Context: an optimization exercise on an open-source flow, tuned for small area, a short achievable clock period and few clock cycles. The choices shown serve that exercise and are no tape-out recipe.
No run shown here included a check of the RTL's function; only the layout flow was run.
Power and IR drop assume default switching activity.

===== design/flow/config.mk =====
export PLATFORM = sky130hd
export DESIGN_NAME = proc
export DESIGN_NICKNAME = proc
export VERILOG_FILES = /design/flow/design.v
export SDC_FILE = /design/flow/constraint.sdc
export NUM_CORES = 4
export LEC_CHECK = 0
export ABC_AREA = 1
export CAP_MARGIN = 20
export CORE_MARGIN = 2
export CORE_UTILIZATION = 60
export SETUP_SLACK_MARGIN = 4
export SLEW_MARGIN = 20

===== design/flow/constraint.sdc =====
create_clock -name core_clock -period 10.0 [get_ports {clk}]
set_input_delay 2.0000 -clock core_clock [delete_from_list [all_inputs] [get_ports {clk}]]
set_output_delay 2.0000 -clock core_clock [all_outputs]
set_load 0.01 [all_outputs]

===== design/flow/design.v =====
module cla16 (
  input  [15:0] a,
  input  [15:0] b,
  input         ci,
  output [15:0] s,
  output        co);
  wire [15:0] g0 = a & b;
  wire [15:0] p0 = a ^ b;
  wire [15:0] g1, p1, g2, p2, g3, p3, g4, p4;
  genvar i;
  generate for (i = 0; i < 16; i = i + 1) begin : pfx
    if (i % 2 == 1) begin : l1
      assign g1[i] = g0[i] | (p0[i] & g0[i - 1]);
      assign p1[i] = p0[i] & p0[i - 1];
    end else begin : l1n
      assign g1[i] = g0[i]; assign p1[i] = p0[i];
    end
    if (i % 4 >= 2) begin : l2
      assign g2[i] = g1[i] | (p1[i] & g1[(i / 4) * 4 + 1]);
      assign p2[i] = p1[i] & p1[(i / 4) * 4 + 1];
    end else begin : l2n
      assign g2[i] = g1[i]; assign p2[i] = p1[i];
    end
    if (i % 8 >= 4) begin : l3
      assign g3[i] = g2[i] | (p2[i] & g2[(i / 8) * 8 + 3]);
      assign p3[i] = p2[i] & p2[(i / 8) * 8 + 3];
    end else begin : l3n
      assign g3[i] = g2[i]; assign p3[i] = p2[i];
    end
    if (i >= 8) begin : l4
      assign g4[i] = g3[i] | (p3[i] & g3[7]);
      assign p4[i] = p3[i] & p3[7];
    end else begin : l4n
      assign g4[i] = g3[i]; assign p4[i] = p3[i];
    end
  end endgenerate
  wire [16:0] c = {g4 | (p4 & {16{ci}}), ci};
  assign s  = p0 ^ c[15:0];
  assign co = c[16];
endmodule
module proc (
  input         clk,
  input         rst,
  output [15:0] imem_addr,
  input  [15:0] imem_rdata,
  input         imem_ready,
  output [15:0] dmem_addr,
  output [15:0] dmem_wdata,
  output        dmem_rd,
  output        dmem_wr,
  input  [15:0] dmem_rdata,
  input         dmem_ready,
  output        halt);
  localparam [15:0] NOP = 16'h0800;
  reg [4:0] op;            
  reg [1:0] fn;            
  reg [7:0] imm;           
  reg [2:0] wsel;          
  reg [15:0] pc2;          
  reg [15:0] rs, rt;       
  reg [15:0] s;            
  reg sco;                 
  reg e_redir;             
  reg e_ld, e_st, e_halt;
  reg [15:0] r0, r1, r2, r3, r4, r5, r6, r7;
  wire op_jal   = (op == 5'b00110);
  wire op_jalr  = (op == 5'b00111);
  wire op_addi  = (op == 5'b01000);
  wire op_subi  = (op == 5'b01001);
  wire op_xori  = (op == 5'b01010);
  wire op_andni = (op == 5'b01011);
  wire op_slbi  = (op == 5'b10010);
  wire op_stu   = (op == 5'b10011);
  wire op_shi   = (op[4:2] == 3'b101);
  wire op_lbi   = (op == 5'b11000);
  wire op_btr   = (op == 5'b11001);
  wire op_shr   = (op == 5'b11010);
  wire op_ar    = (op == 5'b11011);
  wire op_set   = (op[4:2] == 3'b111);
  wire [15:0] y = (op_ar | op_shr | op_set) ? rt : {11'b0, imm[4:0]};
  wire [3:0] cnt  = y[3:0];
  wire [1:0] sk   = op_shr ? fn : op[1:0];         
  wire [3:0] lamt = sk[1] ? (4'd0 - cnt) : cnt;
  wire [31:0] dbl = {rs, rs} << lamt;
  wire [15:0] rot = dbl[31:16];
  wire [15:0] mask_l = 16'hffff << cnt;
  wire [15:0] mask_r = 16'hffff >> cnt;
  wire [15:0] smask = ~sk[0] ? 16'hffff : sk[1] ? mask_r : mask_l;
  wire [15:0] shres = rot & smask;
  wire [15:0] xr = rs ^ y;
  wire eq  = ~|xr;
  wire ovf = (rt[15] ^ rs[15]) & (s[15] ^ rt[15]);
  wire ge  = ~(s[15] ^ ovf);                       
  reg setbit;
  always @* begin
    case (op[1:0])
      2'b00: setbit = eq;
      2'b01: setbit = ge & ~eq;                    
      2'b10: setbit = ge;                          
      default: setbit = sco;                       
    endcase
  end
  wire [15:0] btr;
  genvar g;
  generate for (g = 0; g < 16; g = g + 1) begin : rev
    assign btr[g] = rs[15 - g];
  end endgenerate
  wire arith = op_addi | op_subi | (op_ar & ~fn[1]) | op_stu;
  wire lxor  = op_xori | (op_ar & fn == 2'b10);
  wire landn = op_andni | (op_ar & fn == 2'b11);
  wire shf   = op_shi | op_shr;
  wire link  = op_jal | op_jalr;
  wire [15:0] res =
      ({16{arith}}   & s)
    | ({16{lxor}}    & xr)
    | ({16{landn}}   & (rs & ~y))
    | ({16{shf}}     & shres)
    | ({16{op_set}}  & {15'b0, setbit})
    | ({16{op_btr}}  & btr)
    | ({16{op_lbi}}  & {{8{imm[7]}}, imm})
    | ({16{op_slbi}} & {rs[7:0], imm})
    | ({16{link}}    & pc2)
    | ({16{e_ld}}    & dmem_rdata);
  assign dmem_addr  = {s[15:1], 1'b0};
  assign dmem_wdata = rt;
  assign dmem_rd    = e_ld & ~s[0];
  assign dmem_wr    = e_st & ~s[0];
  wire stop = e_halt | ((e_ld | e_st) & s[0]);
  wire hold = stop | ((dmem_rd | dmem_wr) & ~dmem_ready);
  assign halt = stop;
  wire wr = arith | lxor | landn | shf | op_set | op_btr | op_lbi | op_slbi | link | e_ld;
  wire we = wr & ~hold;
  always @(posedge clk) begin
    if (we && wsel == 3'd0) r0 <= res;
    if (we && wsel == 3'd1) r1 <= res;
    if (we && wsel == 3'd2) r2 <= res;
    if (we && wsel == 3'd3) r3 <= res;
    if (we && wsel == 3'd4) r4 <= res;
    if (we && wsel == 3'd5) r5 <= res;
    if (we && wsel == 3'd6) r6 <= res;
    if (we && wsel == 3'd7) r7 <= res;
  end
  wire [15:0] nxt = e_redir ? s : pc2;
  wire [15:0] nxt2 = nxt + 16'd2;
  assign imem_addr = {nxt[15:1], 1'b0};
  wire [15:0] fi = imem_rdata;
  wire [4:0] fo = fi[15:11];
  wire [4:0] fop = imem_ready ? fo : NOP[15:11];
  function [15:0] rsel;
    input [2:0] sl;
    input [15:0] a0, a1, a2, a3, a4, a5, a6, a7;
    case (sl)
      3'd0: rsel = a0; 3'd1: rsel = a1; 3'd2: rsel = a2; 3'd3: rsel = a3;
      3'd4: rsel = a4; 3'd5: rsel = a5; 3'd6: rsel = a6; default: rsel = a7;
    endcase
  endfunction
  wire [15:0] rfa = rsel(imem_rdata[10:8], r0, r1, r2, r3, r4, r5, r6, r7);
  wire [15:0] rfb = rsel(imem_rdata[7:5],  r0, r1, r2, r3, r4, r5, r6, r7);
  wire [15:0] rsb = (wr && wsel == imem_rdata[10:8]) ? res : rfa;
  wire [15:0] rtb = (wr && wsel == imem_rdata[7:5])  ? res : rfb;
  wire f_j     = (fo == 5'b00100) | (fo == 5'b00110);           
  wire f_jr    = (fo == 5'b00101) | (fo == 5'b00111);           
  wire f_br    = (fo[4:2] == 3'b011);
  wire f_pcrel = f_br | f_j;
  wire f_rfmt  = (fo == 5'b11011) | (fo == 5'b11010) | (fo[4:2] == 3'b111);
  wire f_inv   = (fo == 5'b01001) | (fo == 5'b11011 && fi[1:0] == 2'b01)
               | (fo == 5'b11101) | (fo == 5'b11110);
  wire f_imm8  = f_br | f_jr;                                     
  wire [15:0] f_imm = f_j    ? {{5{fi[10]}}, fi[10:0]}
                    : f_imm8 ? {{8{fi[7]}}, fi[7:0]}
                    : {{11{fi[4]}}, fi[4:0]};
  wire [2:0] f_wsel = (fo == 5'b00110 || fo == 5'b00111) ? 3'd7               
                    : (fo == 5'b11000 || fo == 5'b10010 || fo == 5'b10011) ? fi[10:8]   
                    : (fo[4:3] == 2'b11) ? fi[4:2]                              
                    : fi[7:5];
  wire f_cond  = fo[1] ? (rsb[15] ^ fo[0]) : ((rsb == 16'b0) ^ fo[0]);
  wire [15:0] fx = f_pcrel ? nxt2 : (rsb ^ {16{f_inv}});
  wire [15:0] fy = f_rfmt ? rtb : f_imm;
  wire [16:0] fsum;
  cla16 add (.a(fx), .b(fy), .ci(f_inv), .s(fsum[15:0]), .co(fsum[16]));
  always @(posedge clk) begin
    if (!hold) begin
      rs  <= rsb;
      rt  <= rtb;
      s   <= fsum[15:0];
      sco <= fsum[16];
      fn  <= fi[1:0];
      imm <= fi[7:0];
    end
    if (rst) begin
      op  <= NOP[15:11];
      pc2 <= 16'h0000;
      {e_redir, e_ld, e_st, e_halt} <= 4'b0;
    end else if (!hold) begin
      op      <= fop;
      wsel    <= f_wsel;
      pc2     <= imem_ready ? nxt2 : nxt;
      e_redir <= imem_ready & (f_j | f_jr | (f_br & f_cond));
      e_ld    <= (fop == 5'b10001);
      e_st    <= (fop == 5'b10000) | (fop == 5'b10011);
      e_halt  <= (fop == 5'b00000);
    end
  end
endmodule

===== design/flow/flow/run.sh =====
#!/bin/bash
# The standard layout, with two changes: ports are buffered with buf_1 cells
# (instead of the clkdlybuf4s50_1 that buffer_ports picks by default), and
# the resizer may change a cell's footprint when it sizes cells up or down.
set -euo pipefail
bash standard.sh MATCH_CELL_FOOTPRINT=0 "BUFFER_PORTS_ARGS=-buffer_cell sky130_fd_sc_hd__buf_1" finish > flow_make.log 2>&1

===== design/flow/standard.sh =====
#!/bin/bash
# synth_recipe.tcl (not shown) runs the flow's synth.tcl, then flattens the netlist and writes it again
# the make line also repeats each setting of config.mk as NAME=value (left out here)
make -C /OpenROAD-flow-scripts/flow DESIGN_CONFIG=/design/flow/config.mk WORK_HOME=/design/flow/orfs CLKGATE_MAP_FILE= SYNTH_SCRIPT=/design/flow/synth_recipe.tcl "${@:-finish}"

==> results.toml, run 1 <==
[synth]
synth_edf_count = 188
synth.yosys.seq_area_share = 0.429
avgSynthCellArea_um2 = 8.26
syn_area_um2 = 14300
yosys_most_used_dff = "edfxtp_1"
syn_inst = 1733
synth_top_area_frac = 0.395
ys.warnings.count = 1
synth_area_leader_cell = "edfxtp_1"
ys_types = 63
yosys-top-cells-area = "edfxtp_1 39%, nand2_1 9.7%, inv_1 6.2%, dfxtp_1 3.5%, o22ai_1 3.5%"
ys_ff_latch = 213
async_flop_share = 0

[route]
vias_per_cell = 6.37
first_pass_iters = 6
drtIter0Drc = 2098
via_count = 13600
drtAntennaViolNets = 0
drc_errors = 0
wire_per_inst_um = 23.6
finalWirelength_um = 50300

[worst_setup_path]
r2r_slack_ps = 4370
crit-reg2reg-launch = "op[4]$_SDFFE_PP0N_"
endpoint_kind = "flip-flop"
startpoint_type = "input port"
path_class = "input port to flip-flop"
regToRegEndpoint = "s[15]$_DFFE_PN_"
reg2regPathDepth = 30
crit_fanout = 10
required_ps = 10360
critPathArrivalTime_ps = 6080

[cts]
clkTransAtPathRegs_ps = 60
cts_buffers = 24
cts_max_path_buffers = 3
clk_latency_ps = 550
cts-root-buf = "clkbuf_16"
cts.sinks = 213
h-tree-depth = 1
cts_tree = "yes"

[die]
io_pins = 87
fp.dieW_um = 158
rows = 56
core_um2 = 23500
start_util = 0.610
fp.dieH_um = 158
dieArea_um2 = 25100

[timing]
period_needed_ps = 5720
clock_skew_ps = 32.2
final_hold_viol_count = 0
period_share = 0.572
tns_ps = 0
worst_slew_pin_slew_ps = 991
drv_slew = 0
rsz0062_at_grt = "no"
max_freq_mhz = 175
setup_viol = 0
slew_headroom = 0.339

[grt]
grt_use_total = 0.397
grt_pass1_wl_um = 73000
grt_remaining_overflow = 0
grt_pass1_vias = 12100
antenna_found_initial = 1
grt_start_max_net_pins = 79

[power_and_ir_drop]
powerDensity_nw_per_um2 = 173
p_leak_uw = 0.00666
ir_worst_vdd_uv = 220

[final_layout]
synthToLayoutAreaGrowth_pct = 10.6
nets = 1874
final_common_cell = "nand2_1"
mostFrequentLayoutCells = "365 x nand2_1, 234 x inv_1, 188 x edfxtp_1"
drive_gt1_frac = 0.125
design_area_um2 = 15800

[min_path]
worstHoldEndpoint = "pc2[4]$_SDFFE_PP0N_"
min_path_type = "flip-flop to flip-flop"
min_path_cells = 2
hp-start = "pc2[4]$_SDFFE_PP0N_"

[placement]
gp_congestion = 1.01
dp_hpwl_um = 36600
placed_area_um2 = 14600
numPortBuffers = 84

[outcome]
status = "complete, no violations"

[flow_run]
maxCapViolations = 0
==> registers in the layout, indices dropped and copies added, names as in the netlist, 5 cells and up <==
name,count
pc2,16
r0,16
r1,16
r2,16
r3,16
r4,16
r5,16
r6,16
r7,16
rs,16
rt,16
s,16
imm,7
op,5
==> power by group <==
part / leakage (µW) / internal (µW) / switching (µW) / total (µW)
sequential: 0.00204 / 1070 / 102 / 1180
combinational: 0.00423 / 207 / 462 / 669
clock: 0.000389 / 515 / 373 / 888
==> logic make-up (layout without fill, tap and decap cells) <==
kind of cell               count (synthesis)  after routing  share of synthesized area
adders and majority gates                 39             39                     0.0344
AOI/OAI and AO/OA                        374            374                      0.167
xor gates and xnor gates                  45             45                     0.0275
and+or+nand+nor                          712            712                      0.233
other                                      1              3                   0.000262
DFF                                      213            213                      0.429
buffers and inverters                    348            431                      0.107
muxes                                      1              1                   0.000700
==> cell type report <==
cell class,instances,area (µm²)
diodes,1,2.50
clock buffers,32,693
clock inverters,11,103
fillers,2020,7650
inverters,253,985
multi-input cells,1173,6750
flip-flops and latches,213,6150
well taps,319,399
repair buffers,134,729
repair inverters,1,7.51
==> per-layer routing <==
layer,part of all wire,vias up,routed length (µm),track usage
met5,0,-,0,0
met3,0.11,216,5720,0.0588
li1,-,6080,-,-
met4,0.064,0,3240,0.185
met1,0.38,6312,19400,0.536
met2,0.44,995,22000,0.632
==> synthesized netlist by cell type (20+ instances only) <==
library cell    n
o211ai_1       26
buf_4          35
nand3_2        25
a21oi_1        74
nand4_1        20
inv_1         235
nand2_1       370
nor2_1        121
nand2_2        42
o21ai_0        84
nand3_1        91
o22ai_1        79
edfxtp_1      188
clkbuf_1       40
ha_1           37
dfxtp_1        25
xor2_1         35
==> stage by stage <==
stage | hold WS (ps) | setup slack [ps] | util | std cells | power [µW]
final | 479 | 4280 | 0.674 | 2137 | 2730
after global routing | 506 | 3990 | 0.674 | 2137 | 2810
after CTS | 480 | 4010 | 0.662 | 2115 | 2690
after detailed placement | 468 | 3050 | 0.623 | 2063 | 1820
after global placement | 453 | 3130 | 0.623 | 2063 | 1810
after floorplan | 445 | 4240 | - | 1734 | 1620
==> how the worst max path moves through the flow <==
stage	slack, ps	endpoint	depth (start not counted)	from
after floorplan	4240	sco$_DFFE_PN_	23	imem_rdata[10]
after global placement	3130	sco$_DFFE_PN_	22	imem_rdata[7]
after detailed placement	3050	s[15]$_DFFE_PN_	22	imem_rdata[7]
after CTS	4010	s[15]$_DFFE_PN_	29	op[4]$_SDFFE_PP0N_
after global routing	3990	s[15]$_DFFE_PN_	22	imem_rdata[7]
final	4280	s[15]$_DFFE_PN_	27	imem_rdata[9]
==> worst max-delay path, stage by stage <==
cell        delay [ps]
clkbuf_2           180
inv_1              170
nor3_1              60
buf_4              190
clkinvlp_4         240
nor2_1              90
a221oi_1           320
o211ai_1           150
nand2_1            100
a21boi_4           260
inv_1               90
nand2_1             60
nand3_1             60
o21ai_0             80
inv_1               70
ha_1               290
nand2_1             70
nor2_1             100
a211oi_1            50
o211ai_1           160
a21oi_1             80
nor2_1             200
nand4_1            150
or2_2              300
o211ai_1           140
a21o_1             200
xor2_1             190
==> what timing repair did <==
action / in CTS / in global routing
setup endpoints to repair: 8 / 10
buffers inserted: 9 / 20
gates cloned: 0 / 1
gates resized for setup: 13 / 32
hold buffers: 0 / 0
pin swaps: 1 / 5
==> run 2, diff against run 1 <==
--- a/design/flow/config.mk
+++ b/design/flow/config.mk
@@ -6,5 +6,5 @@
 export NUM_CORES = 4
 export LEC_CHECK = 0
-export ABC_AREA = 1
+export ABC_AREA = 0
 export CAP_MARGIN = 20
 export CORE_MARGIN = 2
==> results.toml, run 2 <==
[worst_setup_path]
crit_buf_inv = 3
reg2regPathDepth = 22
path_cells = "clkbuf_4 > buf_4 > nand2b_1 > nor2_2 > a22oi_1 > a21oi_1 > mux2i_4 > xor2_1 > o21ai_1 > inv_1 > ha_1 > nand2_1 > a21oi_1 > o31ai_2 > a21oi_2 > a41oi_2 > nor3_2 > o31a_1 > o21a_1 > o21ai_0 > nand2b_1"
cp_top_family = "compound AO/OA/AOI/OAI gates"
startpoint_type = "input port"
regToRegEndpoint = "sco$_DFFE_PN_"
crit-reg2reg-launch = "op[4]$_SDFFE_PP0N_"
critPathArrivalTime_ps = 6100
crit_slowest_cell = "a21oi_1"
endpoint_kind = "flip-flop"
crit_path_max_incr_delay_ps = 360
path_class = "input port to flip-flop"
crit_fanout = 31
required_ps = 10290
r2r_slack_ps = 4220

[cts]
h-tree-depth = 1
cts-root-buf = "clkbuf_16"
cts.sinks = 213
cts_buffers = 25
clkTransAtPathRegs_ps = 60
cts_tree = "yes"
cts-hold-fix-buffers = 0
cts_max_path_buffers = 3
clk_latency_ps = 560

[route]
vias_per_cell = 6.77
drtIter0Drc = 1644
drc_errors = 0
drtAntennaViolNets = 0
wire_per_inst_um = 26.5
first_pass_iters = 10
via_count = 12200
finalWirelength_um = 47600

[timing]
final_hold_viol_count = 0
slew_headroom = 0.250
worst_slew_pin_slew_ps = 1120
tns_ps = 0
clock_skew_ps = 28.8
rsz0062_at_grt = "no"
setup_viol = 0
drv_slew = 0
period_share = 0.581
period_needed_ps = 5810
max_freq_mhz = 172

[synth]
async_flop_share = 0
syn_inst = 1429
yosys_most_used_dff = "edfxtp_1"
yosys-top-cells-area = "edfxtp_1 40%, mux2i_1 4.8%, nand2_1 4.7%, dfxtp_1 3.5%, a21oi_1 3.4%"
ys.warnings.count = 1
ys_types = 78
yosys-top-cells-count = "188 x edfxtp_1, 177 x nand2_1, 115 x nor2_1"
synth_edf_count = 188
ys_ff_latch = 213
synth.yosys.seq_area_share = 0.435
avgSynthCellArea_um2 = 9.90
synth_area_leader_cell = "edfxtp_1"
synth.most_common_cell = "edfxtp_1"
syn_area_um2 = 14100
synth_top_area_frac = 0.399

[grt]
grt_start_max_net_pins = 81
antenna_found_initial = 1
grt_use_total = 0.379
grt_remaining_overflow = 0
grt_pass1_vias = 11000
grt_pass1_wl_um = 68900

[power_and_ir_drop]
p_leak_uw = 0.00568
powerDensity_nw_per_um2 = 175
ir_worst_vdd_uv = 167

[min_path]
min_path_type = "flip-flop to flip-flop"
hp-start = "e_st$_SDFFE_PP0N_"
min_path_cells = 2
worstHoldEndpoint = "e_st$_SDFFE_PP0N_"

[die]
core_um2 = 23300
io_pins = 87
fp.dieH_um = 158
fp.dieW_um = 158
start_util = 0.606
rows = 56
dieArea_um2 = 24800

[placement]
dp_hpwl_um = 34000
numPortBuffers = 84
gp_congestion = 1.02

[outcome]
status = "complete, no violations"

[final_layout]
drive_gt1_frac = 0.138
final_common_cell = "edfxtp_1"
synthToLayoutAreaGrowth_pct = 11.2
nets = 1534
fin_util = 0.674
mostFrequentLayoutCells = "188 x edfxtp_1, 174 x nand2_1, 114 x nor2_1"

[flow_run]
maxCapViolations = 0
==> run 2: logic make-up (layout without fill, tap and decap cells) <==
| kind of cell | Yosys count | in the layout | share of synthesized area |
|---|---|---|---|
| flip-flops | 213 | 213 | 0.435 |
| AND/OR/NAND/NOR | 445 | 445 | 0.143 |
| AO/OA/AOI/OAI | 368 | 368 | 0.168 |
| XOR/XNOR | 63 | 63 | 0.0417 |
| buffers and inverters | 166 | 215 | 0.0548 |
| adder cells (fa/ha/maj) | 38 | 38 | 0.0341 |
| multiplexers | 135 | 135 | 0.123 |
| other | 1 | 3 | 0.000265 |
==> run 2: how the worst max path moves through the flow <==
stage	cells past startpoint	to	from
floorplan	22	sco$_DFFE_PN_	imem_rdata[9]
global placement	25	sco$_DFFE_PN_	op[1]$_SDFFE_PP0N_
detailed placement	25	sco$_DFFE_PN_	op[3]$_SDFFE_PP0N_
CTS	23	sco$_DFFE_PN_	op[1]$_SDFFE_PP0N_
global route	19	sco$_DFFE_PN_	op[4]$_SDFFE_PP0N_
finish	21	sco$_DFFE_PN_	imem_rdata[9]
==> run 2: timing repair <==
| item | CTS | global route |
|---|---|---|
| hold endpoints to repair | 0 | 0 |
| setup buffers | 7 | 6 |
| endpoints found under the setup margin | 15 | 7 |
| pin swaps | 2 | 2 |
| gates resized for setup | 35 | 27 |
==> run 2: final cells by class <==
| class | instances | area [µm²] |
|---|---|---|
| antenna | 1 | 2.50 |
| inverter | 35 | 138 |
| fill | 1885 | 7600 |
| timing repair buffer | 134 | 724 |
| sequential | 213 | 6160 |
| clock buffer | 29 | 651 |
| multi-input combinational | 1051 | 7410 |
| tap | 319 | 399 |
| clock inverter | 17 | 238 |
==> run 2: power breakdown <==
| part | internal (µW) | switching, µW | total [µW] |
|---|---|---|---|
| logic | 225 | 355 | 580 |
| registers | 1060 | 129 | 1190 |
| clock network | 600 | 388 | 988 |
==> run 2: layer usage <==
metal	track usage	wire [µm]
met5	0	0
met1	0.534	18900
met3	0.112	6120
met2	0.565	21100
met4	0.120	1600
==> run 2: worst register-to-register path: cells and delay by family, from the launching register on <==
family	cells	cell delay, ps
AOI/OAI and AO/OA	11	2620
muxes	3	870
adders and majority gates	3	840
and+or+nand+nor	3	480
DFF	1	430
buffers and inverters	2	300
==> run 2: stage by stage <==
step | area (µm²) | hold slack [ps] | std cells | total power [µW] | setup WS (ps)
finish | 15700 | 482 | 1799 | 2760 | 4190
global route | 15700 | 496 | 1798 | 2840 | 4000
CTS | 15600 | 482 | 1792 | 2730 | 4040
detailed placement | 14500 | 473 | 1739 | 1740 | 2460
global placement | 14500 | 465 | 1739 | 1730 | 2700
floorplan | 14100 | 440 | 1430 | 1550 | 4040
==> run 3, diff against run 2 <==
--- a/design/flow/config.mk
+++ b/design/flow/config.mk
@@ -6,8 +6,8 @@
 export NUM_CORES = 4
 export LEC_CHECK = 0
-export ABC_AREA = 0
+export ABC_AREA = 1
 export CAP_MARGIN = 20
 export CORE_MARGIN = 2
 export CORE_UTILIZATION = 60
-export SETUP_SLACK_MARGIN = 4
+export SETUP_SLACK_MARGIN = 5
 export SLEW_MARGIN = 20
==> results.toml, run 3 <==
[final_layout]
multiInputGateArea_um2 = 7400
fillers = 1844
synthToLayoutAreaGrowth_pct = 21.6
final_cell_count_no_fill = 2227
final_common_cell = "nand2_1"
mostFrequentLayoutCells = "354 x nand2_1, 223 x inv_1, 188 x edfxtp_1"
nets = 1963
drive_gt1_frac = 0.219
seq_area_um2 = 6160
fin_util = 0.741

[grt]
grt_use_total = 0.413
grt_pass1_vias = 12700
grt_pass1_wl_um = 76300
grt_start_max_net_pins = 79
grt_remaining_overflow = 0
antenna_found_initial = 1

[timing]
holdWs_ps = 505
drv_slew = 0
period_share = 0.511
rsz0062_at_grt = "yes"
final_hold_viol_count = 0
period_needed_ps = 5110
max_freq_mhz = 196
slew_headroom = 0.332
clock_skew_ps = 12.9
setup_viol = 0
setup_ws_ps = 4890
worst_slew_pin_slew_ps = 1000
tns_ps = 0

[route]
finalWirelength_um = 53100
drc_errors = 0
drtAntennaViolNets = 0
via_count = 14200
drtIter0Drc = 2156
vias_per_cell = 6.39
first_pass_iters = 6
wire_per_inst_um = 23.9

[flow_run]
maxCapViolations = 0

[synth]
syn_inst = 1733
synth.most_common_cell = "nand2_1"
async_flop_share = 0
synth_area_leader_cell = "edfxtp_1"
yosys_most_used_dff = "edfxtp_1"
synth_top_area_frac = 0.395
synth_edf_count = 188
syn_area_um2 = 14300
yosys-top-cells-count = "370 x nand2_1, 235 x inv_1, 188 x edfxtp_1"
ys_types = 63
synth.yosys.seq_area_share = 0.429
ys.warnings.count = 1
yosys-top-cells-area = "edfxtp_1 39%, nand2_1 9.7%, inv_1 6.2%, dfxtp_1 3.5%, o22ai_1 3.5%"
ys_ff_latch = 213
avgSynthCellArea_um2 = 8.26

[outcome]
status = "complete, no violations"

[cts]
cts_max_path_buffers = 3
h-tree-depth = 1
clkTransAtPathRegs_ps = 60
cts_tree = "yes"
cts.sinks = 213
cts_buffers = 24
cts-root-buf = "clkbuf_16"
clk_latency_ps = 530

[worst_setup_path]
startpoint_type = "input port"
endpoint_kind = "flip-flop"
required_ps = 10270
crit_fanout = 6
path_class = "input port to flip-flop"
critPathArrivalTime_ps = 5390

[die]
dieArea_um2 = 25100
io_pins = 87
start_util = 0.610
fp.dieW_um = 158
core_um2 = 23500
rows = 56
fp.dieH_um = 158

[power_and_ir_drop]
powerDensity_nw_per_um2 = 169
internal-power_uw = 1950
ir_worst_vdd_uv = 165
clkPwrFrac = 0.326
power.switching_uw = 988
pwr-share-seq = 0.403
p_leak_uw = 0.00731
combPwrFrac = 0.271
swShare = 0.337

[placement]
post-place-cells = 2057
dp_hpwl_um = 36900
dp_worst_setup_slack_ps = 3150
numPortBuffers = 84
gp_congestion = 1.03

[min_path]
min_path_type = "flip-flop to flip-flop"
run 3: final timing paths:
| kind | start | cells past startpoint | slack [ps] | to |
|---|---|---|---|---|
| min reg2reg | e_halt$_SDFFE_PP0N_ | 2 | 510 | e_halt$_SDFFE_PP0N_ |
| max reg2reg | op[1]$_SDFFE_PP0N_ | 26 | 5070 | s[15]$_DFFE_PN_ |
| max | imem_rdata[5] | 24 | 4890 | s[15]$_DFFE_PN_ |
| min | e_halt$_SDFFE_PP0N_ | 2 | 510 | e_halt$_SDFFE_PP0N_ |
run 3: cell families after synthesis:
logic type                 count (synthesis)  share of synthesized area
and+or+nand+nor                          712                      0.233
AOI/OAI and AO/OA                        374                      0.167
buffers and inverters                    348                      0.107
DFF                                      213                      0.429
xor gates and xnor gates                  45                     0.0275
adders and majority gates                 39                     0.0344
other                                      1                   0.000262
muxes                                      1                   0.000700
run 3: area by class of cell:
cell class / count / area share
Multi-Input combinational cell: 1176 / 0.425
Sequential cell: 213 / 0.354
Timing Repair Buffer: 220 / 0.0891
Inverter: 253 / 0.0585
Clock buffer: 32 / 0.0398
Tap cell: 319 / 0.0229
Clock inverter: 12 / 0.00999
Timing Repair inverter: 1 / 0.000431
Antenna cell: 1 / 0.000144
run 3: power groups by stage:
stage	combinational [µW]	clock, µW	sequential, µW
final	796	957	1180
after global routing	855	990	1180
after CTS	700	958	1170
after detailed placement	636	0	1190
after global placement	629	0	1190
after floorplan	495	0	1130
run 3: routing by layer:
metal  vias to the layer above  wire length (µm)  global-route usage  share of wire
li1                       6289                 -                   -              -
met3                       249              6300              0.0729           0.12
met5                         -                 0                   0              0
met1                      6593             19300               0.539           0.36
met4                         0              3840               0.221          0.072
met2                      1108             23700               0.660           0.45
run 3: timing repair:
action / 4_1_cts / 5_1_grt
hold buffers: 0 / 0
setup endpoints to repair: 17 / 12
resized for setup: 116 / 90
pin swaps: 37 / 44
gates cloned: 3 / 2
buffers inserted: 65 / 55
run 3: stage by stage:
stage	power [µW]	cell area, µm²
floorplan	1630	14500
global placement	1820	14700
detailed placement	1830	14700
CTS	2830	16500
global route	3020	17400
finish	2940	17400
run 3: worst max-delay path, cell delays in order:
cell and delay, ps:
buf_8 110, clkinvlp_4 120, buf_4 170, nor3_4 150
buf_4 170, clkinvlp_4 200, buf_4 220, o22ai_1 110
o31ai_1 110, o21ai_1 180, nand2_1 90, o21ai_2 90
ha_4 160, nand2_1 70, inv_2 70, nand3_2 100
o211ai_1 240, a21oi_2 70, nor2_2 140, nand4_1 130
or2_4 270, o211ai_1 130, a21o_1 190, xor2_1 80

==> static timing again, ports no longer ideal <==
In the flow no input, the clock included, has a driving cell. The finished layouts below were timed again as built, in two steps.
Step 1 sets driving cells, clkbuf_16 on the clock port and buf_2 on the other inputs (assumed; they add their load-dependent delay and slew).
Step 2 moves the port delays by t, midway between the first and last clock arrival at a register: inputs arrive t later, outputs are due t later. That takes back most of the time a late clock gives input paths.
Three values: ideal ports, drivers, drivers and shift; two values: the first two.
| run | t (ns) | setup slack, ns | hold slack, ns | worst setup path after step 2 | pins driven straight from the clock port |
|---|---|---|---|---|---|
| run 1 | 0.585 | 4.277 / 4.271 / 3.686 | 0.479 / 0.479 / 0.479 | input to register | 1 |
| run 2 | 0.601 | 4.188 / 4.223 / 3.623 | 0.482 / 0.482 / 0.482 | input to register | 1 |
| run 3 | 0.573 | 4.886 / 4.844 / 4.271 | 0.505 / 0.505 / 0.505 | input to register | 1 |
After both steps setup and hold are still met in every run listed. For run 3, which loses most, drivers alone change the setup slack by -0.042 ns; drivers and shift together by -0.615 ns.
